Context: an optimization exercise on an open-source flow, tuned for small area and a short achievable clock period. The choices shown serve that exercise and are no tape-out recipe.
No functional check of the RTL was part of this run.
Power and IR drop assume default switching activity.

<file path="config.mk">
export PLATFORM = sky130hd
export DESIGN_NAME = dadda_16_16
export DESIGN_NICKNAME = dadda_16_16
export VERILOG_FILES = /design/flow/design.v
export SDC_FILE = /design/flow/constraint.sdc
export NUM_CORES = 4
export LEC_CHECK = 0
export CAP_MARGIN = 20
export CORE_MARGIN = 2
export CORE_UTILIZATION = 55
export CTS_BUF_LIST = sky130_fd_sc_hd__clkbuf_4 sky130_fd_sc_hd__clkbuf_8
export SETUP_SLACK_MARGIN = 3.4
export SLEW_MARGIN = 20
export SYNTH_HIERARCHICAL = 1
</file>
<file path="standard.sh">
#!/bin/bash
# synth_recipe.tcl (not shown) runs the flow's synth.tcl, then flattens the netlist and writes it again
# the make line also repeats each setting of config.mk as NAME=value (left out here)
make -C /OpenROAD-flow-scripts/flow DESIGN_CONFIG=/design/flow/config.mk WORK_HOME=/design/flow/orfs CLKGATE_MAP_FILE= SYNTH_SCRIPT=/design/flow/synth_recipe.tcl "${@:-finish}"
</file>
<file path="design.v">
module fa(input x, y, z, output s, c);
  assign s = x ^ y ^ z;
  assign c = (x & y) | (z & (x | y));
endmodule
module bsel(input a, b, one, two, neg, output pn);
  assign pn = ~(((a & one) | (b & two)) ^ neg);
endmodule
module bsel1(input a, s, neg, output pn);
  assign pn = ~((a & s) ^ neg);
endmodule
module hac(input xn, yn, output sn, cn);
  xnor_m u_s (.a(xn), .b(yn), .y(sn));
  or_m u_c (.a(xn), .b(yn), .y(cn));
endmodule
module xnor_m(input a, b, output y);
  assign y = ~(a ^ b);
endmodule
module or_m(input a, b, output y);
  assign y = a | b;
endmodule
module g_inv(input a, output y);
  assign y = ~a;
endmodule
module g_nand2(input a, b, output y);
  assign y = ~(a & b);
endmodule
module g_nor2(input a, b, output y);
  assign y = ~(a | b);
endmodule
module g_xor2(input a, b, output y);
  assign y = a ^ b;
endmodule
module g_xnor2(input a, b, output y);
  assign y = ~(a ^ b);
endmodule
module g_aoi21(input a, b, c, output y);
  assign y = ~(c | (a & b));
endmodule
module g_oai21(input a, b, c, output y);
  assign y = ~(c & (a | b));
endmodule
module dadda_16_16(mpd_in, mpr_in, op_out, clk);
  input clk;
  input [15:0] mpd_in, mpr_in;
  output [32:0] op_out;
  wire [17:0] ye = {2'b00, mpr_in};
  wire [7:0] e_one, e_two;
  genvar gi, gj;
  generate for (gi = 0; gi < 8; gi = gi + 1) begin : g_enc
    wire ym1 = (gi == 0) ? 1'b0 : ye[2*gi-1];
    assign e_one[gi] = ye[2*gi] ^ ym1;
    assign e_two[gi] = (ye[2*gi+1] & ~ye[2*gi] & ~ym1) | (~ye[2*gi+1] & ye[2*gi] & ym1);
  end endgenerate
  reg [15:0] x;
  reg [7:0] one, two, neg;
  reg [25:0] q0, q1;
  reg [5:0] ql;
  reg qc;
  wire carry_n = w270;
  wire [25:0] r0n, r1n;
  wire [5:0] sln;
  always @(posedge clk) begin
    x <= mpd_in;
    one <= e_one;
    two <= e_two;
    neg <= {mpr_in[15], mpr_in[13], mpr_in[11], mpr_in[9], mpr_in[7], mpr_in[5], mpr_in[3], mpr_in[1]};
    q0 <= r0n;
    q1 <= r1n;
    ql <= sln;
    qc <= ~carry_n;
  end
  wire [7:0] negn = ~neg;
  wire [16:0] ppn [0:7];
  generate for (gi = 0; gi < 8; gi = gi + 1) begin : g_pp
    for (gj = 0; gj < 17; gj = gj + 1) begin : g_ppj
      if (gj == 0) begin : g_lo
        bsel1 u_sel (.a(x[0]), .s(one[gi]), .neg(neg[gi]), .pn(ppn[gi][gj]));
      end else if (gj == 16) begin : g_hi
        bsel1 u_sel (.a(x[15]), .s(two[gi]), .neg(neg[gi]), .pn(ppn[gi][gj]));
      end else begin : g_mid
        bsel u_sel (.a(x[gj]), .b(x[gj-1]), .one(one[gi]), .two(two[gi]), .neg(neg[gi]), .pn(ppn[gi][gj]));
      end
    end
  end endgenerate
  wire [15:0] r8n;
  generate for (gj = 0; gj < 16; gj = gj + 1) begin : g_r8
    g_nand2 u_r8 (.a(x[gj]), .b(neg[7]), .y(r8n[gj]));
  end endgenerate
  wire ci1;
  wire ci2;
  wire ci3;
  wire ci4;
  wire ci5;
  wire ci6;
  wire w7;
  wire w8;
  wire w9;
  wire w10;
  wire w11;
  wire w12;
  wire w13;
  wire w14;
  wire w15;
  wire w16;
  wire w17;
  wire w18;
  wire w19;
  wire w20;
  wire w21;
  wire w22;
  wire w23;
  wire w24;
  wire w25;
  wire w26;
  wire w27;
  wire w28;
  wire w29;
  wire w30;
  wire w31;
  wire w32;
  wire w33;
  wire w34;
  wire w35;
  wire w36;
  wire w37;
  wire w38;
  wire w39;
  wire w40;
  wire w41;
  wire w42;
  wire w43;
  wire w44;
  wire w45;
  wire w46;
  wire w47;
  wire w48;
  wire w49;
  wire w50;
  wire w51;
  wire w52;
  wire w53;
  wire w54;
  wire w55;
  wire w56;
  wire w57;
  wire w58;
  wire w59;
  wire w60;
  wire w61;
  wire w62;
  wire w63;
  wire w64;
  wire w65;
  wire w66;
  wire w67;
  wire w68;
  wire w69;
  wire w70;
  wire w71;
  wire w72;
  wire w73;
  wire w74;
  wire w75;
  wire w76;
  wire w77;
  wire w78;
  wire w79;
  wire w80;
  wire w81;
  wire w82;
  wire w83;
  wire w84;
  wire w85;
  wire w86;
  wire w87;
  wire w88;
  wire w89;
  wire w90;
  wire w91;
  wire w92;
  wire w93;
  wire w94;
  wire w95;
  wire w96;
  wire w97;
  wire w98;
  wire w99;
  wire w100;
  wire w101;
  wire w102;
  wire w103;
  wire w104;
  wire w105;
  wire w106;
  wire w107;
  wire w108;
  wire w109;
  wire w110;
  wire w111;
  wire w112;
  wire w113;
  wire w114;
  wire w115;
  wire w116;
  wire w117;
  wire w118;
  wire w119;
  wire w120;
  wire w121;
  wire w122;
  wire w123;
  wire w124;
  wire w125;
  wire w126;
  wire w127;
  wire w128;
  wire w129;
  wire w130;
  wire w131;
  wire w132;
  wire w133;
  wire w134;
  wire w135;
  wire w136;
  wire w137;
  wire w138;
  wire w139;
  wire w140;
  wire w141;
  wire w142;
  wire w143;
  wire w144;
  wire w145;
  wire w146;
  wire w147;
  wire w148;
  wire w149;
  wire w150;
  wire w151;
  wire w152;
  wire w153;
  wire w154;
  wire w155;
  wire w156;
  wire w157;
  wire w158;
  wire w159;
  wire w160;
  wire w161;
  wire w162;
  wire w163;
  wire w164;
  wire w165;
  wire w166;
  wire w167;
  wire w168;
  wire w169;
  wire w170;
  wire w171;
  wire w172;
  wire w173;
  wire w174;
  wire w175;
  wire w176;
  wire w177;
  wire w178;
  wire w179;
  wire w180;
  wire w181;
  wire w182;
  wire w183;
  wire w184;
  wire w185;
  wire w186;
  wire w187;
  wire w188;
  wire w189;
  wire w190;
  wire w191;
  wire w192;
  wire w193;
  wire w194;
  wire w195;
  wire w196;
  wire w197;
  wire w198;
  wire w199;
  wire w200;
  wire w201;
  wire w202;
  wire w203;
  wire w204;
  wire w205;
  wire w206;
  wire w207;
  wire w208;
  wire w209;
  wire w210;
  wire w211;
  wire w212;
  wire w213;
  wire w214;
  wire w215;
  wire w216;
  wire w217;
  wire w218;
  wire w219;
  wire w220;
  wire w221;
  wire w222;
  wire w223;
  wire w224;
  wire w225;
  wire w226;
  wire w227;
  wire w228;
  wire w229;
  wire w230;
  wire w231;
  wire w232;
  wire w233;
  wire w234;
  wire w235;
  wire w236;
  wire w237;
  wire w238;
  wire w239;
  wire w240;
  wire w241;
  wire w242;
  wire w243;
  wire w244;
  wire w245;
  wire w246;
  wire w247;
  wire w248;
  wire w249;
  wire w250;
  wire w251;
  wire w252;
  wire w253;
  wire w254;
  wire w255;
  wire w256;
  wire w257;
  wire w258;
  wire w259;
  wire w260;
  wire w261;
  wire w262;
  wire w263;
  wire w264;
  wire w265;
  wire w266;
  wire w267;
  wire w268;
  wire w269;
  wire w270;
  assign ci1 = ~r8n[4];
  assign ci2 = ~r8n[6];
  assign ci3 = ~r8n[8];
  assign ci4 = ~r8n[10];
  assign ci5 = ~r8n[12];
  assign ci6 = ~r8n[14];
  hac u_w7 (.xn(negn[5]), .yn(ppn[0][10]), .sn(w7), .cn(w8));
  hac u_w9 (.xn(ppn[0][11]), .yn(ppn[1][9]), .sn(w9), .cn(w10));
  fa u_w11 (.x(negn[6]), .y(ppn[0][12]), .z(ppn[1][10]), .s(w11), .c(w12));
  hac u_w13 (.xn(ppn[2][8]), .yn(ppn[3][6]), .sn(w13), .cn(w14));
  fa u_w15 (.x(ppn[0][13]), .y(ppn[1][11]), .z(ppn[2][9]), .s(w15), .c(w16));
  hac u_w17 (.xn(ppn[3][7]), .yn(ppn[4][5]), .sn(w17), .cn(w18));
  fa u_w19 (.x(negn[7]), .y(ppn[0][14]), .z(ppn[1][12]), .s(w19), .c(w20));
  fa u_w21 (.x(ppn[2][10]), .y(ppn[3][8]), .z(ppn[4][6]), .s(w21), .c(w22));
  hac u_w23 (.xn(ppn[5][4]), .yn(ppn[6][2]), .sn(w23), .cn(w24));
  fa u_w25 (.x(ppn[0][15]), .y(ppn[1][13]), .z(ppn[2][11]), .s(w25), .c(w26));
  fa u_w27 (.x(ppn[3][9]), .y(ppn[4][7]), .z(ppn[5][5]), .s(w27), .c(w28));
  hac u_w29 (.xn(ppn[6][3]), .yn(ppn[7][1]), .sn(w29), .cn(w30));
  fa u_w31 (.x(r8n[0]), .y(ppn[0][16]), .z(ppn[1][14]), .s(w31), .c(w32));
  fa u_w33 (.x(ppn[2][12]), .y(ppn[3][10]), .z(ppn[4][8]), .s(w33), .c(w34));
  fa u_w35 (.x(ppn[5][6]), .y(ppn[6][4]), .z(ppn[7][2]), .s(w35), .c(w36));
  fa u_w37 (.x(r8n[1]), .y(negn[0]), .z(ppn[1][15]), .s(w37), .c(w38));
  fa u_w39 (.x(ppn[2][13]), .y(ppn[3][11]), .z(ppn[4][9]), .s(w39), .c(w40));
  fa u_w41 (.x(ppn[5][7]), .y(ppn[6][5]), .z(ppn[7][3]), .s(w41), .c(w42));
  fa u_w43 (.x(r8n[2]), .y(negn[0]), .z(ppn[1][16]), .s(w43), .c(w44));
  fa u_w45 (.x(ppn[2][14]), .y(ppn[3][12]), .z(ppn[4][10]), .s(w45), .c(w46));
  fa u_w47 (.x(ppn[5][8]), .y(ppn[6][6]), .z(ppn[7][4]), .s(w47), .c(w48));
  fa u_w49 (.x(r8n[3]), .y(neg[0]), .z(neg[1]), .s(w49), .c(w50));
  fa u_w51 (.x(ppn[2][15]), .y(ppn[3][13]), .z(ppn[4][11]), .s(w51), .c(w52));
  fa u_w53 (.x(ppn[5][9]), .y(ppn[6][7]), .z(ppn[7][5]), .s(w53), .c(w54));
  fa u_w55 (.x(ci1), .y(ppn[2][16]), .z(ppn[3][14]), .s(w55), .c(w56));
  fa u_w57 (.x(ppn[4][12]), .y(ppn[5][10]), .z(ppn[6][8]), .s(w57), .c(w58));
  fa u_w59 (.x(r8n[5]), .y(r8n[4]), .z(neg[2]), .s(w59), .c(w60));
  fa u_w61 (.x(ppn[3][15]), .y(ppn[4][13]), .z(ppn[5][11]), .s(w61), .c(w62));
  fa u_w63 (.x(ci2), .y(ppn[3][16]), .z(ppn[4][14]), .s(w63), .c(w64));
  fa u_w65 (.x(r8n[7]), .y(r8n[6]), .z(neg[3]), .s(w65), .c(w66));
  hac u_w67 (.xn(negn[3]), .yn(ppn[0][6]), .sn(w67), .cn(w68));
  hac u_w69 (.xn(ppn[0][7]), .yn(ppn[1][5]), .sn(w69), .cn(w70));
  fa u_w71 (.x(negn[4]), .y(ppn[0][8]), .z(ppn[1][6]), .s(w71), .c(w72));
  hac u_w73 (.xn(ppn[2][4]), .yn(ppn[3][2]), .sn(w73), .cn(w74));
  fa u_w75 (.x(ppn[0][9]), .y(ppn[1][7]), .z(ppn[2][5]), .s(w75), .c(w76));
  hac u_w77 (.xn(ppn[3][3]), .yn(ppn[4][1]), .sn(w77), .cn(w78));
  fa u_w79 (.x(ppn[1][8]), .y(ppn[2][6]), .z(ppn[3][4]), .s(w79), .c(w80));
  fa u_w81 (.x(ppn[4][2]), .y(ppn[5][0]), .z(w7), .s(w81), .c(w82));
  fa u_w83 (.x(ppn[2][7]), .y(ppn[3][5]), .z(ppn[4][3]), .s(w83), .c(w84));
  fa u_w85 (.x(ppn[5][1]), .y(w8), .z(w9), .s(w85), .c(w86));
  fa u_w87 (.x(ppn[4][4]), .y(ppn[5][2]), .z(ppn[6][0]), .s(w87), .c(w88));
  fa u_w89 (.x(w10), .y(w13), .z(w11), .s(w89), .c(w90));
  fa u_w91 (.x(ppn[5][3]), .y(ppn[6][1]), .z(w14), .s(w91), .c(w92));
  fa u_w93 (.x(w17), .y(w12), .z(w15), .s(w93), .c(w94));
  fa u_w95 (.x(ppn[7][0]), .y(w18), .z(w23), .s(w95), .c(w96));
  fa u_w97 (.x(w16), .y(w19), .z(w21), .s(w97), .c(w98));
  fa u_w99 (.x(w24), .y(w29), .z(w20), .s(w99), .c(w100));
  fa u_w101 (.x(w22), .y(w25), .z(w27), .s(w101), .c(w102));
  fa u_w103 (.x(w30), .y(w26), .z(w28), .s(w103), .c(w104));
  fa u_w105 (.x(w31), .y(w33), .z(w35), .s(w105), .c(w106));
  fa u_w107 (.x(w32), .y(w34), .z(w36), .s(w107), .c(w108));
  fa u_w109 (.x(w37), .y(w39), .z(w41), .s(w109), .c(w110));
  fa u_w111 (.x(w38), .y(w40), .z(w42), .s(w111), .c(w112));
  fa u_w113 (.x(w43), .y(w45), .z(w47), .s(w113), .c(w114));
  fa u_w115 (.x(w44), .y(w46), .z(w48), .s(w115), .c(w116));
  fa u_w117 (.x(w49), .y(w51), .z(w53), .s(w117), .c(w118));
  fa u_w119 (.x(ppn[7][6]), .y(w50), .z(w52), .s(w119), .c(w120));
  fa u_w121 (.x(w54), .y(w55), .z(w57), .s(w121), .c(w122));
  fa u_w123 (.x(ppn[6][9]), .y(ppn[7][7]), .z(w56), .s(w123), .c(w124));
  fa u_w125 (.x(w58), .y(w59), .z(w61), .s(w125), .c(w126));
  fa u_w127 (.x(ppn[5][12]), .y(ppn[6][10]), .z(ppn[7][8]), .s(w127), .c(w128));
  fa u_w129 (.x(w60), .y(w62), .z(w63), .s(w129), .c(w130));
  fa u_w131 (.x(ppn[4][15]), .y(ppn[5][13]), .z(ppn[6][11]), .s(w131), .c(w132));
  fa u_w133 (.x(ppn[7][9]), .y(w64), .z(w65), .s(w133), .c(w134));
  fa u_w135 (.x(ci3), .y(ppn[4][16]), .z(ppn[5][14]), .s(w135), .c(w136));
  fa u_w137 (.x(ppn[6][12]), .y(ppn[7][10]), .z(w66), .s(w137), .c(w138));
  fa u_w139 (.x(r8n[9]), .y(r8n[8]), .z(neg[4]), .s(w139), .c(w140));
  fa u_w141 (.x(ppn[5][15]), .y(ppn[6][13]), .z(ppn[7][11]), .s(w141), .c(w142));
  fa u_w143 (.x(ci4), .y(ppn[5][16]), .z(ppn[6][14]), .s(w143), .c(w144));
  fa u_w145 (.x(r8n[11]), .y(r8n[10]), .z(neg[5]), .s(w145), .c(w146));
  hac u_w147 (.xn(negn[2]), .yn(ppn[0][4]), .sn(w147), .cn(w148));
  hac u_w149 (.xn(ppn[0][5]), .yn(ppn[1][3]), .sn(w149), .cn(w150));
  fa u_w151 (.x(ppn[1][4]), .y(ppn[2][2]), .z(ppn[3][0]), .s(w151), .c(w152));
  fa u_w153 (.x(ppn[2][3]), .y(ppn[3][1]), .z(w68), .s(w153), .c(w154));
  fa u_w155 (.x(ppn[4][0]), .y(w70), .z(w73), .s(w155), .c(w156));
  fa u_w157 (.x(w74), .y(w77), .z(w72), .s(w157), .c(w158));
  fa u_w159 (.x(w78), .y(w76), .z(w79), .s(w159), .c(w160));
  fa u_w161 (.x(w80), .y(w83), .z(w82), .s(w161), .c(w162));
  fa u_w163 (.x(w84), .y(w87), .z(w86), .s(w163), .c(w164));
  fa u_w165 (.x(w88), .y(w91), .z(w90), .s(w165), .c(w166));
  fa u_w167 (.x(w92), .y(w95), .z(w94), .s(w167), .c(w168));
  fa u_w169 (.x(w96), .y(w98), .z(w99), .s(w169), .c(w170));
  fa u_w171 (.x(w100), .y(w102), .z(w103), .s(w171), .c(w172));
  fa u_w173 (.x(w104), .y(w106), .z(w107), .s(w173), .c(w174));
  fa u_w175 (.x(w108), .y(w110), .z(w111), .s(w175), .c(w176));
  fa u_w177 (.x(w112), .y(w114), .z(w115), .s(w177), .c(w178));
  fa u_w179 (.x(w116), .y(w118), .z(w119), .s(w179), .c(w180));
  fa u_w181 (.x(w120), .y(w122), .z(w123), .s(w181), .c(w182));
  fa u_w183 (.x(w127), .y(w124), .z(w126), .s(w183), .c(w184));
  fa u_w185 (.x(w128), .y(w131), .z(w130), .s(w185), .c(w186));
  fa u_w187 (.x(w132), .y(w135), .z(w137), .s(w187), .c(w188));
  fa u_w189 (.x(w136), .y(w139), .z(w141), .s(w189), .c(w190));
  fa u_w191 (.x(ppn[7][12]), .y(w140), .z(w142), .s(w191), .c(w192));
  fa u_w193 (.x(ppn[6][15]), .y(ppn[7][13]), .z(w144), .s(w193), .c(w194));
  fa u_w195 (.x(ci5), .y(ppn[6][16]), .z(ppn[7][14]), .s(w195), .c(w196));
  fa u_w197 (.x(r8n[13]), .y(r8n[12]), .z(neg[6]), .s(w197), .c(w198));
  hac u_w199 (.xn(negn[1]), .yn(ppn[0][2]), .sn(w199), .cn(w200));
  hac u_w201 (.xn(ppn[0][3]), .yn(ppn[1][1]), .sn(w201), .cn(w202));
  fa u_w203 (.x(ppn[1][2]), .y(ppn[2][0]), .z(w147), .s(w203), .c(w204));
  fa u_w205 (.x(ppn[2][1]), .y(w148), .z(w149), .s(w205), .c(w206));
  fa u_w207 (.x(w150), .y(w67), .z(w151), .s(w207), .c(w208));
  fa u_w209 (.x(w69), .y(w152), .z(w153), .s(w209), .c(w210));
  fa u_w211 (.x(w71), .y(w154), .z(w155), .s(w211), .c(w212));
  fa u_w213 (.x(w75), .y(w156), .z(w157), .s(w213), .c(w214));
  fa u_w215 (.x(w81), .y(w158), .z(w159), .s(w215), .c(w216));
  fa u_w217 (.x(w85), .y(w160), .z(w161), .s(w217), .c(w218));
  fa u_w219 (.x(w89), .y(w162), .z(w163), .s(w219), .c(w220));
  fa u_w221 (.x(w93), .y(w164), .z(w165), .s(w221), .c(w222));
  fa u_w223 (.x(w97), .y(w166), .z(w167), .s(w223), .c(w224));
  fa u_w225 (.x(w101), .y(w168), .z(w169), .s(w225), .c(w226));
  fa u_w227 (.x(w105), .y(w170), .z(w171), .s(w227), .c(w228));
  fa u_w229 (.x(w109), .y(w172), .z(w173), .s(w229), .c(w230));
  fa u_w231 (.x(w113), .y(w174), .z(w175), .s(w231), .c(w232));
  fa u_w233 (.x(w117), .y(w176), .z(w177), .s(w233), .c(w234));
  fa u_w235 (.x(w121), .y(w178), .z(w179), .s(w235), .c(w236));
  fa u_w237 (.x(w125), .y(w180), .z(w181), .s(w237), .c(w238));
  fa u_w239 (.x(w129), .y(w182), .z(w183), .s(w239), .c(w240));
  fa u_w241 (.x(w133), .y(w184), .z(w185), .s(w241), .c(w242));
  fa u_w243 (.x(w134), .y(w186), .z(w187), .s(w243), .c(w244));
  fa u_w245 (.x(w138), .y(w189), .z(w188), .s(w245), .c(w246));
  fa u_w247 (.x(w143), .y(w190), .z(w191), .s(w247), .c(w248));
  fa u_w249 (.x(w145), .y(w192), .z(w193), .s(w249), .c(w250));
  fa u_w251 (.x(w146), .y(w195), .z(w194), .s(w251), .c(w252));
  fa u_w253 (.x(ppn[7][15]), .y(w196), .z(w197), .s(w253), .c(w254));
  fa u_w255 (.x(ci6), .y(ppn[7][16]), .z(w198), .s(w255), .c(w256));
  fa u_w257 (.x(r8n[15]), .y(r8n[14]), .z(neg[7]), .s(w257), .c(w258));
  hac u_w259 (.xn(negn[0]), .yn(ppn[0][0]), .sn(w259), .cn(w260));
  hac u_w261 (.xn(ppn[0][1]), .yn(w260), .sn(w261), .cn(w262));
  fa u_w263 (.x(w199), .y(ppn[1][0]), .z(w262), .s(w263), .c(w264));
  fa u_w265 (.x(w200), .y(w201), .z(w264), .s(w265), .c(w266));
  fa u_w267 (.x(w202), .y(w203), .z(w266), .s(w267), .c(w268));
  fa u_w269 (.x(w204), .y(w205), .z(w268), .s(w269), .c(w270));
  g_nor2 u_g0 (.a(w206), .b(w207), .y(r0n[0]));
  g_xor2 u_p0 (.a(w206), .b(w207), .y(r1n[0]));
  g_nor2 u_g1 (.a(w208), .b(w209), .y(r0n[1]));
  g_xor2 u_p1 (.a(w208), .b(w209), .y(r1n[1]));
  g_nor2 u_g2 (.a(w210), .b(w211), .y(r0n[2]));
  g_xor2 u_p2 (.a(w210), .b(w211), .y(r1n[2]));
  g_nor2 u_g3 (.a(w212), .b(w213), .y(r0n[3]));
  g_xor2 u_p3 (.a(w212), .b(w213), .y(r1n[3]));
  g_nor2 u_g4 (.a(w214), .b(w215), .y(r0n[4]));
  g_xor2 u_p4 (.a(w214), .b(w215), .y(r1n[4]));
  g_nor2 u_g5 (.a(w216), .b(w217), .y(r0n[5]));
  g_xor2 u_p5 (.a(w216), .b(w217), .y(r1n[5]));
  g_nor2 u_g6 (.a(w218), .b(w219), .y(r0n[6]));
  g_xor2 u_p6 (.a(w218), .b(w219), .y(r1n[6]));
  g_nor2 u_g7 (.a(w220), .b(w221), .y(r0n[7]));
  g_xor2 u_p7 (.a(w220), .b(w221), .y(r1n[7]));
  g_nor2 u_g8 (.a(w222), .b(w223), .y(r0n[8]));
  g_xor2 u_p8 (.a(w222), .b(w223), .y(r1n[8]));
  g_nor2 u_g9 (.a(w224), .b(w225), .y(r0n[9]));
  g_xor2 u_p9 (.a(w224), .b(w225), .y(r1n[9]));
  g_nor2 u_g10 (.a(w226), .b(w227), .y(r0n[10]));
  g_xor2 u_p10 (.a(w226), .b(w227), .y(r1n[10]));
  g_nor2 u_g11 (.a(w228), .b(w229), .y(r0n[11]));
  g_xor2 u_p11 (.a(w228), .b(w229), .y(r1n[11]));
  g_nor2 u_g12 (.a(w230), .b(w231), .y(r0n[12]));
  g_xor2 u_p12 (.a(w230), .b(w231), .y(r1n[12]));
  g_nor2 u_g13 (.a(w232), .b(w233), .y(r0n[13]));
  g_xor2 u_p13 (.a(w232), .b(w233), .y(r1n[13]));
  g_nor2 u_g14 (.a(w234), .b(w235), .y(r0n[14]));
  g_xor2 u_p14 (.a(w234), .b(w235), .y(r1n[14]));
  g_nor2 u_g15 (.a(w236), .b(w237), .y(r0n[15]));
  g_xor2 u_p15 (.a(w236), .b(w237), .y(r1n[15]));
  g_nor2 u_g16 (.a(w238), .b(w239), .y(r0n[16]));
  g_xor2 u_p16 (.a(w238), .b(w239), .y(r1n[16]));
  g_nor2 u_g17 (.a(w240), .b(w241), .y(r0n[17]));
  g_xor2 u_p17 (.a(w240), .b(w241), .y(r1n[17]));
  g_nor2 u_g18 (.a(w242), .b(w243), .y(r0n[18]));
  g_xor2 u_p18 (.a(w242), .b(w243), .y(r1n[18]));
  g_nor2 u_g19 (.a(w244), .b(w245), .y(r0n[19]));
  g_xor2 u_p19 (.a(w244), .b(w245), .y(r1n[19]));
  g_nor2 u_g20 (.a(w246), .b(w247), .y(r0n[20]));
  g_xor2 u_p20 (.a(w246), .b(w247), .y(r1n[20]));
  g_nor2 u_g21 (.a(w248), .b(w249), .y(r0n[21]));
  g_xor2 u_p21 (.a(w248), .b(w249), .y(r1n[21]));
  g_nor2 u_g22 (.a(w250), .b(w251), .y(r0n[22]));
  g_xor2 u_p22 (.a(w250), .b(w251), .y(r1n[22]));
  g_nor2 u_g23 (.a(w252), .b(w253), .y(r0n[23]));
  g_xor2 u_p23 (.a(w252), .b(w253), .y(r1n[23]));
  g_nor2 u_g24 (.a(w254), .b(w255), .y(r0n[24]));
  g_xor2 u_p24 (.a(w254), .b(w255), .y(r1n[24]));
  g_nor2 u_g25 (.a(w256), .b(w257), .y(r0n[25]));
  g_xor2 u_p25 (.a(w256), .b(w257), .y(r1n[25]));
  assign sln[0] = w259;
  assign sln[1] = w261;
  assign sln[2] = w263;
  assign sln[3] = w265;
  assign sln[4] = w267;
  assign sln[5] = w269;
  wire a1;
  wire a2;
  wire a3;
  wire a4;
  wire a5;
  wire a6;
  wire a7;
  wire a8;
  wire a9;
  wire a10;
  wire a11;
  wire a12;
  wire a13;
  wire a14;
  wire a15;
  wire a16;
  wire a17;
  wire a18;
  wire a19;
  wire a20;
  wire a21;
  wire a22;
  wire a23;
  wire a24;
  wire a25;
  wire a26;
  wire a27;
  wire a28;
  wire a29;
  wire a30;
  wire a31;
  wire a32;
  wire a33;
  wire a34;
  wire a35;
  wire a36;
  wire a37;
  wire a38;
  wire a39;
  wire a40;
  wire a41;
  wire a42;
  wire a43;
  wire a44;
  wire a45;
  wire a46;
  wire a47;
  wire a48;
  wire a49;
  wire a50;
  wire a51;
  wire a52;
  wire a53;
  wire a54;
  wire a55;
  wire a56;
  wire a57;
  wire a58;
  wire a59;
  wire a60;
  wire a61;
  wire a62;
  wire a63;
  wire a64;
  wire a65;
  wire a66;
  wire a67;
  wire a68;
  wire a69;
  wire a70;
  wire a71;
  wire a72;
  wire a73;
  wire a74;
  wire a75;
  wire a76;
  wire a77;
  wire a78;
  wire a79;
  wire a80;
  wire a81;
  wire a82;
  wire a83;
  wire a84;
  wire a85;
  wire a86;
  wire a87;
  wire a88;
  wire a89;
  wire a90;
  wire a91;
  wire a92;
  wire a93;
  wire a94;
  wire a95;
  wire a96;
  wire a97;
  wire a98;
  wire a99;
  wire a100;
  wire a101;
  wire a102;
  wire a103;
  wire a104;
  wire a105;
  wire a106;
  wire a107;
  wire a108;
  wire a109;
  wire a110;
  wire a111;
  wire a112;
  wire a113;
  wire a114;
  wire a115;
  wire a116;
  wire a117;
  wire a118;
  wire a119;
  wire a120;
  wire a121;
  wire a122;
  wire a123;
  wire a124;
  wire a125;
  wire a126;
  wire a127;
  wire a128;
  wire a129;
  wire a130;
  wire a131;
  wire a132;
  wire a133;
  wire a134;
  wire a135;
  g_aoi21 u_a1 (.a(q1[0]), .b(qc), .c(q0[0]), .y(a1));
  g_aoi21 u_a2 (.a(q1[2]), .b(q0[1]), .c(q0[2]), .y(a2));
  g_nand2 u_a3 (.a(q1[2]), .b(q1[1]), .y(a3));
  g_aoi21 u_a4 (.a(q1[4]), .b(q0[3]), .c(q0[4]), .y(a4));
  g_nand2 u_a5 (.a(q1[4]), .b(q1[3]), .y(a5));
  g_aoi21 u_a6 (.a(q1[6]), .b(q0[5]), .c(q0[6]), .y(a6));
  g_nand2 u_a7 (.a(q1[6]), .b(q1[5]), .y(a7));
  g_aoi21 u_a8 (.a(q1[8]), .b(q0[7]), .c(q0[8]), .y(a8));
  g_nand2 u_a9 (.a(q1[8]), .b(q1[7]), .y(a9));
  g_aoi21 u_a10 (.a(q1[10]), .b(q0[9]), .c(q0[10]), .y(a10));
  g_nand2 u_a11 (.a(q1[10]), .b(q1[9]), .y(a11));
  g_aoi21 u_a12 (.a(q1[12]), .b(q0[11]), .c(q0[12]), .y(a12));
  g_nand2 u_a13 (.a(q1[12]), .b(q1[11]), .y(a13));
  g_aoi21 u_a14 (.a(q1[14]), .b(q0[13]), .c(q0[14]), .y(a14));
  g_nand2 u_a15 (.a(q1[14]), .b(q1[13]), .y(a15));
  g_aoi21 u_a16 (.a(q1[16]), .b(q0[15]), .c(q0[16]), .y(a16));
  g_nand2 u_a17 (.a(q1[16]), .b(q1[15]), .y(a17));
  g_aoi21 u_a18 (.a(q1[18]), .b(q0[17]), .c(q0[18]), .y(a18));
  g_nand2 u_a19 (.a(q1[18]), .b(q1[17]), .y(a19));
  g_aoi21 u_a20 (.a(q1[20]), .b(q0[19]), .c(q0[20]), .y(a20));
  g_nand2 u_a21 (.a(q1[20]), .b(q1[19]), .y(a21));
  g_aoi21 u_a22 (.a(q1[22]), .b(q0[21]), .c(q0[22]), .y(a22));
  g_nand2 u_a23 (.a(q1[22]), .b(q1[21]), .y(a23));
  g_aoi21 u_a24 (.a(q1[24]), .b(q0[23]), .c(q0[24]), .y(a24));
  g_nand2 u_a25 (.a(q1[24]), .b(q1[23]), .y(a25));
  g_oai21 u_a26 (.a(a3), .b(a1), .c(a2), .y(a26));
  g_oai21 u_a27 (.a(a5), .b(a2), .c(a4), .y(a27));
  g_nor2 u_a28 (.a(a5), .b(a3), .y(a28));
  g_oai21 u_a29 (.a(a7), .b(a4), .c(a6), .y(a29));
  g_nor2 u_a30 (.a(a7), .b(a5), .y(a30));
  g_oai21 u_a31 (.a(a9), .b(a6), .c(a8), .y(a31));
  g_nor2 u_a32 (.a(a9), .b(a7), .y(a32));
  g_oai21 u_a33 (.a(a11), .b(a8), .c(a10), .y(a33));
  g_nor2 u_a34 (.a(a11), .b(a9), .y(a34));
  g_oai21 u_a35 (.a(a13), .b(a10), .c(a12), .y(a35));
  g_nor2 u_a36 (.a(a13), .b(a11), .y(a36));
  g_oai21 u_a37 (.a(a15), .b(a12), .c(a14), .y(a37));
  g_nor2 u_a38 (.a(a15), .b(a13), .y(a38));
  g_oai21 u_a39 (.a(a17), .b(a14), .c(a16), .y(a39));
  g_nor2 u_a40 (.a(a17), .b(a15), .y(a40));
  g_oai21 u_a41 (.a(a19), .b(a16), .c(a18), .y(a41));
  g_nor2 u_a42 (.a(a19), .b(a17), .y(a42));
  g_oai21 u_a43 (.a(a21), .b(a18), .c(a20), .y(a43));
  g_nor2 u_a44 (.a(a21), .b(a19), .y(a44));
  g_oai21 u_a45 (.a(a23), .b(a20), .c(a22), .y(a45));
  g_nor2 u_a46 (.a(a23), .b(a21), .y(a46));
  g_oai21 u_a47 (.a(a25), .b(a22), .c(a24), .y(a47));
  g_nor2 u_a48 (.a(a25), .b(a23), .y(a48));
  g_inv u_a49 (.a(a1), .y(a49));
  g_aoi21 u_a50 (.a(a28), .b(a49), .c(a27), .y(a50));
  g_aoi21 u_a51 (.a(a30), .b(a26), .c(a29), .y(a51));
  g_aoi21 u_a52 (.a(a32), .b(a27), .c(a31), .y(a52));
  g_nand2 u_a53 (.a(a32), .b(a28), .y(a53));
  g_aoi21 u_a54 (.a(a34), .b(a29), .c(a33), .y(a54));
  g_nand2 u_a55 (.a(a34), .b(a30), .y(a55));
  g_aoi21 u_a56 (.a(a36), .b(a31), .c(a35), .y(a56));
  g_nand2 u_a57 (.a(a36), .b(a32), .y(a57));
  g_aoi21 u_a58 (.a(a38), .b(a33), .c(a37), .y(a58));
  g_nand2 u_a59 (.a(a38), .b(a34), .y(a59));
  g_aoi21 u_a60 (.a(a40), .b(a35), .c(a39), .y(a60));
  g_nand2 u_a61 (.a(a40), .b(a36), .y(a61));
  g_aoi21 u_a62 (.a(a42), .b(a37), .c(a41), .y(a62));
  g_nand2 u_a63 (.a(a42), .b(a38), .y(a63));
  g_aoi21 u_a64 (.a(a44), .b(a39), .c(a43), .y(a64));
  g_nand2 u_a65 (.a(a44), .b(a40), .y(a65));
  g_aoi21 u_a66 (.a(a46), .b(a41), .c(a45), .y(a66));
  g_nand2 u_a67 (.a(a46), .b(a42), .y(a67));
  g_aoi21 u_a68 (.a(a48), .b(a43), .c(a47), .y(a68));
  g_nand2 u_a69 (.a(a48), .b(a44), .y(a69));
  g_oai21 u_a70 (.a(a53), .b(a1), .c(a52), .y(a70));
  g_inv u_a71 (.a(a26), .y(a71));
  g_oai21 u_a72 (.a(a55), .b(a71), .c(a54), .y(a72));
  g_oai21 u_a73 (.a(a57), .b(a50), .c(a56), .y(a73));
  g_oai21 u_a74 (.a(a59), .b(a51), .c(a58), .y(a74));
  g_oai21 u_a75 (.a(a61), .b(a52), .c(a60), .y(a75));
  g_nor2 u_a76 (.a(a61), .b(a53), .y(a76));
  g_oai21 u_a77 (.a(a63), .b(a54), .c(a62), .y(a77));
  g_nor2 u_a78 (.a(a63), .b(a55), .y(a78));
  g_oai21 u_a79 (.a(a65), .b(a56), .c(a64), .y(a79));
  g_nor2 u_a80 (.a(a65), .b(a57), .y(a80));
  g_oai21 u_a81 (.a(a67), .b(a58), .c(a66), .y(a81));
  g_nor2 u_a82 (.a(a67), .b(a59), .y(a82));
  g_oai21 u_a83 (.a(a69), .b(a60), .c(a68), .y(a83));
  g_nor2 u_a84 (.a(a69), .b(a61), .y(a84));
  g_aoi21 u_a85 (.a(a76), .b(a49), .c(a75), .y(a85));
  g_aoi21 u_a86 (.a(a78), .b(a26), .c(a77), .y(a86));
  g_inv u_a87 (.a(a50), .y(a87));
  g_aoi21 u_a88 (.a(a80), .b(a87), .c(a79), .y(a88));
  g_inv u_a89 (.a(a51), .y(a89));
  g_aoi21 u_a90 (.a(a82), .b(a89), .c(a81), .y(a90));
  g_aoi21 u_a91 (.a(a84), .b(a70), .c(a83), .y(a91));
  g_aoi21 u_a92 (.a(q1[1]), .b(a49), .c(q0[1]), .y(a92));
  g_aoi21 u_a93 (.a(q1[3]), .b(a26), .c(q0[3]), .y(a93));
  g_aoi21 u_a94 (.a(q1[5]), .b(a87), .c(q0[5]), .y(a94));
  g_aoi21 u_a95 (.a(q1[7]), .b(a89), .c(q0[7]), .y(a95));
  g_aoi21 u_a96 (.a(q1[9]), .b(a70), .c(q0[9]), .y(a96));
  g_aoi21 u_a97 (.a(q1[11]), .b(a72), .c(q0[11]), .y(a97));
  g_aoi21 u_a98 (.a(q1[13]), .b(a73), .c(q0[13]), .y(a98));
  g_aoi21 u_a99 (.a(q1[15]), .b(a74), .c(q0[15]), .y(a99));
  g_inv u_a100 (.a(a85), .y(a100));
  g_aoi21 u_a101 (.a(q1[17]), .b(a100), .c(q0[17]), .y(a101));
  g_inv u_a102 (.a(a86), .y(a102));
  g_aoi21 u_a103 (.a(q1[19]), .b(a102), .c(q0[19]), .y(a103));
  g_inv u_a104 (.a(a88), .y(a104));
  g_aoi21 u_a105 (.a(q1[21]), .b(a104), .c(q0[21]), .y(a105));
  g_inv u_a106 (.a(a90), .y(a106));
  g_aoi21 u_a107 (.a(q1[23]), .b(a106), .c(q0[23]), .y(a107));
  g_inv u_a108 (.a(a91), .y(a108));
  g_aoi21 u_a109 (.a(q1[25]), .b(a108), .c(q0[25]), .y(a109));
  g_xor2 u_a110 (.a(q1[0]), .b(qc), .y(a110));
  g_xnor2 u_a111 (.a(q1[1]), .b(a1), .y(a111));
  g_xnor2 u_a112 (.a(q1[2]), .b(a92), .y(a112));
  g_xor2 u_a113 (.a(q1[3]), .b(a26), .y(a113));
  g_xnor2 u_a114 (.a(q1[4]), .b(a93), .y(a114));
  g_xnor2 u_a115 (.a(q1[5]), .b(a50), .y(a115));
  g_xnor2 u_a116 (.a(q1[6]), .b(a94), .y(a116));
  g_xnor2 u_a117 (.a(q1[7]), .b(a51), .y(a117));
  g_xnor2 u_a118 (.a(q1[8]), .b(a95), .y(a118));
  g_xor2 u_a119 (.a(q1[9]), .b(a70), .y(a119));
  g_xnor2 u_a120 (.a(q1[10]), .b(a96), .y(a120));
  g_xor2 u_a121 (.a(q1[11]), .b(a72), .y(a121));
  g_xnor2 u_a122 (.a(q1[12]), .b(a97), .y(a122));
  g_xor2 u_a123 (.a(q1[13]), .b(a73), .y(a123));
  g_xnor2 u_a124 (.a(q1[14]), .b(a98), .y(a124));
  g_xor2 u_a125 (.a(q1[15]), .b(a74), .y(a125));
  g_xnor2 u_a126 (.a(q1[16]), .b(a99), .y(a126));
  g_xnor2 u_a127 (.a(q1[17]), .b(a85), .y(a127));
  g_xnor2 u_a128 (.a(q1[18]), .b(a101), .y(a128));
  g_xnor2 u_a129 (.a(q1[19]), .b(a86), .y(a129));
  g_xnor2 u_a130 (.a(q1[20]), .b(a103), .y(a130));
  g_xnor2 u_a131 (.a(q1[21]), .b(a88), .y(a131));
  g_xnor2 u_a132 (.a(q1[22]), .b(a105), .y(a132));
  g_xnor2 u_a133 (.a(q1[23]), .b(a90), .y(a133));
  g_xnor2 u_a134 (.a(q1[24]), .b(a107), .y(a134));
  g_xnor2 u_a135 (.a(q1[25]), .b(a91), .y(a135));
  wire [25:0] hi;
  assign hi[0] = a110;
  assign hi[1] = a111;
  assign hi[2] = a112;
  assign hi[3] = a113;
  assign hi[4] = a114;
  assign hi[5] = a115;
  assign hi[6] = a116;
  assign hi[7] = a117;
  assign hi[8] = a118;
  assign hi[9] = a119;
  assign hi[10] = a120;
  assign hi[11] = a121;
  assign hi[12] = a122;
  assign hi[13] = a123;
  assign hi[14] = a124;
  assign hi[15] = a125;
  assign hi[16] = a126;
  assign hi[17] = a127;
  assign hi[18] = a128;
  assign hi[19] = a129;
  assign hi[20] = a130;
  assign hi[21] = a131;
  assign hi[22] = a132;
  assign hi[23] = a133;
  assign hi[24] = a134;
  assign hi[25] = a135;
  assign op_out = {1'b0, hi, ~ql};
endmodule
</file>
<file path="flow/run.sh">
#!/bin/bash
# Standard layout (the standard.sh) with two changes:
#  - after synthesis, flow/post_synth.tcl takes logic cells down to their
#    smallest drive strength (timing repair later sizes up what it needs);
#  - the port buffers are buf_1 cells (sized up by repair where needed).
set -euo pipefail
here=$(pwd)
bash standard.sh POST_SYNTH_TCL=$here/flow/post_synth.tcl \
  "BUFFER_PORTS_ARGS=-buffer_cell sky130_fd_sc_hd__buf_1" finish > $here/standard_flow.log 2>&1
</file>
<file path="flow/post_synth.tcl">
# After synthesis: take every logic cell down to the smallest drive strength
# of its own kind and drop the buffers synthesis inserted; timing repair in the
# later steps sizes up what the critical paths need.
set n_resized 0
foreach inst [get_cells *] {
  set master [get_property $inst ref_name]
  if {![regexp {^(sky130_fd_sc_hd__[a-z0-9]+)_([0-9]+)$} $master -> base size]} { continue }
  if {[regexp {__(df|dl|sdf|edf|conb|tap|fill|decap|clk)} $base]} { continue }
  set best ""
  set best_area 1e9
  foreach s {0 1 2 4} {
    set lc [get_lib_cells -quiet */${base}_$s]
    if {$lc eq ""} { continue }
    if {[get_property $lc dont_use]} { continue }
    set a [get_property $lc area]
    if {$a < $best_area} { set best_area $a; set best [get_name $lc] }
  }
  if {$best ne "" && $best ne $master} {
    replace_cell $inst $best
    incr n_resized
  }
}
puts "post_synth: resized $n_resized cells"
remove_buffers
</file>
<file path="constraint.sdc">
create_clock -name core_clock -period 7.0 [get_ports {clk}]
set_input_delay 1.4000 -clock core_clock [delete_from_list [all_inputs] [get_ports {clk}]]
set_output_delay 1.4000 -clock core_clock [all_outputs]
set_load 0.01 [all_outputs]
</file>
==> out/qor.csv <==
metric,value,unit
status,"complete, no violations",
routed-via-count,6122,
crit_chain,a21oi_4 -> buf_4 -> inv_4 -> a21oi_4 -> inv_2 -> a21oi_4 -> inv_1 -> a21oi_1 -> xnor2_1 -> clkbuf_2,
max_slew_margin,54.5,%
grt_pass1_vias,6495,
core_area,14400,µm²
cap_violations,0,
die_w,125,µm
worstHoldPathCells,3,
diodes,0,
gp_congestion,0.930,
finalPower,3.94,mW
ctsRootBufferMaster,clkbuf_8,
min_to,ql[0]$_DFF_P_,
cp.required,5.60,ns
slew_violations,0,
area_growth,11.2,%
power.leakage,3.36,nW
drtPass1Iterations,5,
rr_worst_depth,7,
avgSynthCellArea,10.5,µm²
fin_ws,3.44,ns
final_common_cell,xor2_1,
finalNetCount,1003,
syn-cell-area,8050,µm²
multi_input_area,6090,µm²
finalSetupTns,0,ns
cts_hold_buf,0,
cp-start-kind,flop,
switchingPower,1.85,mW
avgViaCountPerCell,5.87,
fill_cells,1208,
die-area,15600,µm²
htree_num_levels,3,
utilization,62.0,%
worstHoldPathType,reg -> reg,
max_freq,281,MHz
setup_violations,0,
cts.sinks,98,
min_from,x[0]$_DFF_P_,
synth_cells,769,
min_period_over_period,50.9,%
dp_hpwl,15000,µm
hold_violations,0,
io_pins,66,
port_buffers,64,
gr-usage-all-layers,28.6,%
final_cell_mix,"xor2_1 (175), a22oi_1 (120), fa_1 (116), dfxtp_1 (65), buf_1 (61)",
r2r-end,q1[14]$_DFF_P_,
vdd.ir_drop.worst,151,µV
cp_slowest_cell,dfxtp_4,
clk_latency,0.40,ns
end_kind,output pin,
rows,44,
die-height,125,µm
r2r-start,two[7]$_DFF_P_,
crit_top_cell,a21oi_4,
combPwrFrac,65.6,%
cts_tree,done,
internal-power,2.10,mW
path_max_fanout,4,
cpPeakStageDelay,0.39,ns
numCtsBuffers,9,
tightest_slew,0.682,ns
syn-num-nets,918,
crit_type,reg -> out,
antenna_found_initial,0,
drt_iter0_drc,478,
path_clk_slew,0.11,ns
power_frac_clock,9.2,%
fin_crit,3.56,ns
swShare,46.8,%
drcViolationCount,0,
dp_slack,3.17,ns
whs,0.875,ns
layout-drive-gt1-share,9.78,%
start_util,55.8,%
routed_wl,21400,µm
grt_max_degree,36,
clock_path_buffers,2,
avgRoutedWirePerCell,20.5,µm
power_density,441,nW/µm²
p_seq_share,25.2,%
grt_pass1_wl,34900,µm
globalRouteOverflowTotal,0,
rrSetupSlack,3.54,ns
final-seq-area,2010,µm²
ant_nets,0,
worstPathArrival,2.16,ns
yosys_warnings,7,
fin_skew,0.0201,ns
rsz0062_at_grt,yes,
-- layout make-up --
class | instances | area share, %
Timing Repair Buffer | 74 | 3.56
Multi-Input combinational cell | 642 | 68.1
Clock inverter | 6 | 0.615
Tap cell | 184 | 2.57
Inverter | 29 | 1.24
Sequential cell | 98 | 22.4
Clock buffer | 10 | 1.54
-- metal layers --
metal | share of wire, % | vias up | GRT usage (%)
met4 | 2.3 | 0 | 10.7
met3 | 7.1 | 34 | 5.52
met1 | 44 | 3034 | 40.5
li1 | - | 2773 | -
met2 | 47 | 281 | 44.1
met5 | 0 | - | 0
-- worst max-delay path, delay by kind of cell (launching register included) --
| kind | cells | cell delay [ns] |
|---|---|---|
| compound gates | 4 | 0.74 |
| buf+inv | 5 | 0.49 |
| flops | 1 | 0.39 |
| xor+xnor | 1 | 0.13 |
-- how the worst max path moves through the flow --
stage	end	start	slack, ns
6_report	op_out[28]	qc$_DFF_P_	3.44
5_1_grt	op_out[24]	q1[2]$_DFF_P_	3.26
4_1_cts	op_out[24]	q1[2]$_DFF_P_	3.31
3_5_place_dp	op_out[30]	qc$_DFF_P_	3.17
3_3_place_gp	op_out[30]	qc$_DFF_P_	3.21
2_1_floorplan	q1[15]$_DFF_P_	neg[7]$_DFF_P_	3.40
-- through the flow --
| step | instance area, µm² | cells |
|---|---|---|
| final | 8950 | 1043 |
| after global routing | 8950 | 1043 |
| after CTS | 8800 | 1038 |
| after detailed placement | 8560 | 1022 |
| after global placement | 8550 | 1022 |
| after floorplan | 8050 | 769 |
-- registers in the layout, indices dropped and copies added (netlist names) --
register	cells
two	8
qc	1
q1	26
x	16
q0	25
ql	6
neg	8
one	8
-- what timing repair did --
item	CTS	global route
resized for setup	25	52
endpoints found under the setup margin	29	34
buffers inserted	0	5
pin swaps	1	9
-- power groups by stage --
stage / Sequential, mW / Combinational [mW] / Clock (mW)
floorplan: 0.923 / 1.85 / 0
global placement: 0.976 / 2.40 / 0
detailed placement: 0.981 / 2.46 / 0
CTS: 0.974 / 2.49 / 0.370
global route: 1.02 / 2.91 / 0.393
finish: 0.993 / 2.59 / 0.362

-- static timing again, ports no longer ideal --
No port has a modelled driver above. Below, the same layout with a new extraction and two added sets of constraints.
Step 1, drivers: a clkbuf_16 drives clk and a buf_2 each remaining input, both assumed.
Step 2, shift: input delay + t, output delay - t, t = (earliest + latest rising clock arrival at the registers) / 2. This alone moves slack from input paths to output paths.
Slacks: ideal ports / drivers / drivers and shift; pairs: ideal ports / drivers.
t, ns: 0.430
setup slack, ns: 3.439 / 3.398 / 3.540
worst setup path after step 2: register to register
After both steps this run still meets setup and hold. The setup slack of this run moves by -0.041 ns with the drivers and by +0.101 ns with both steps.
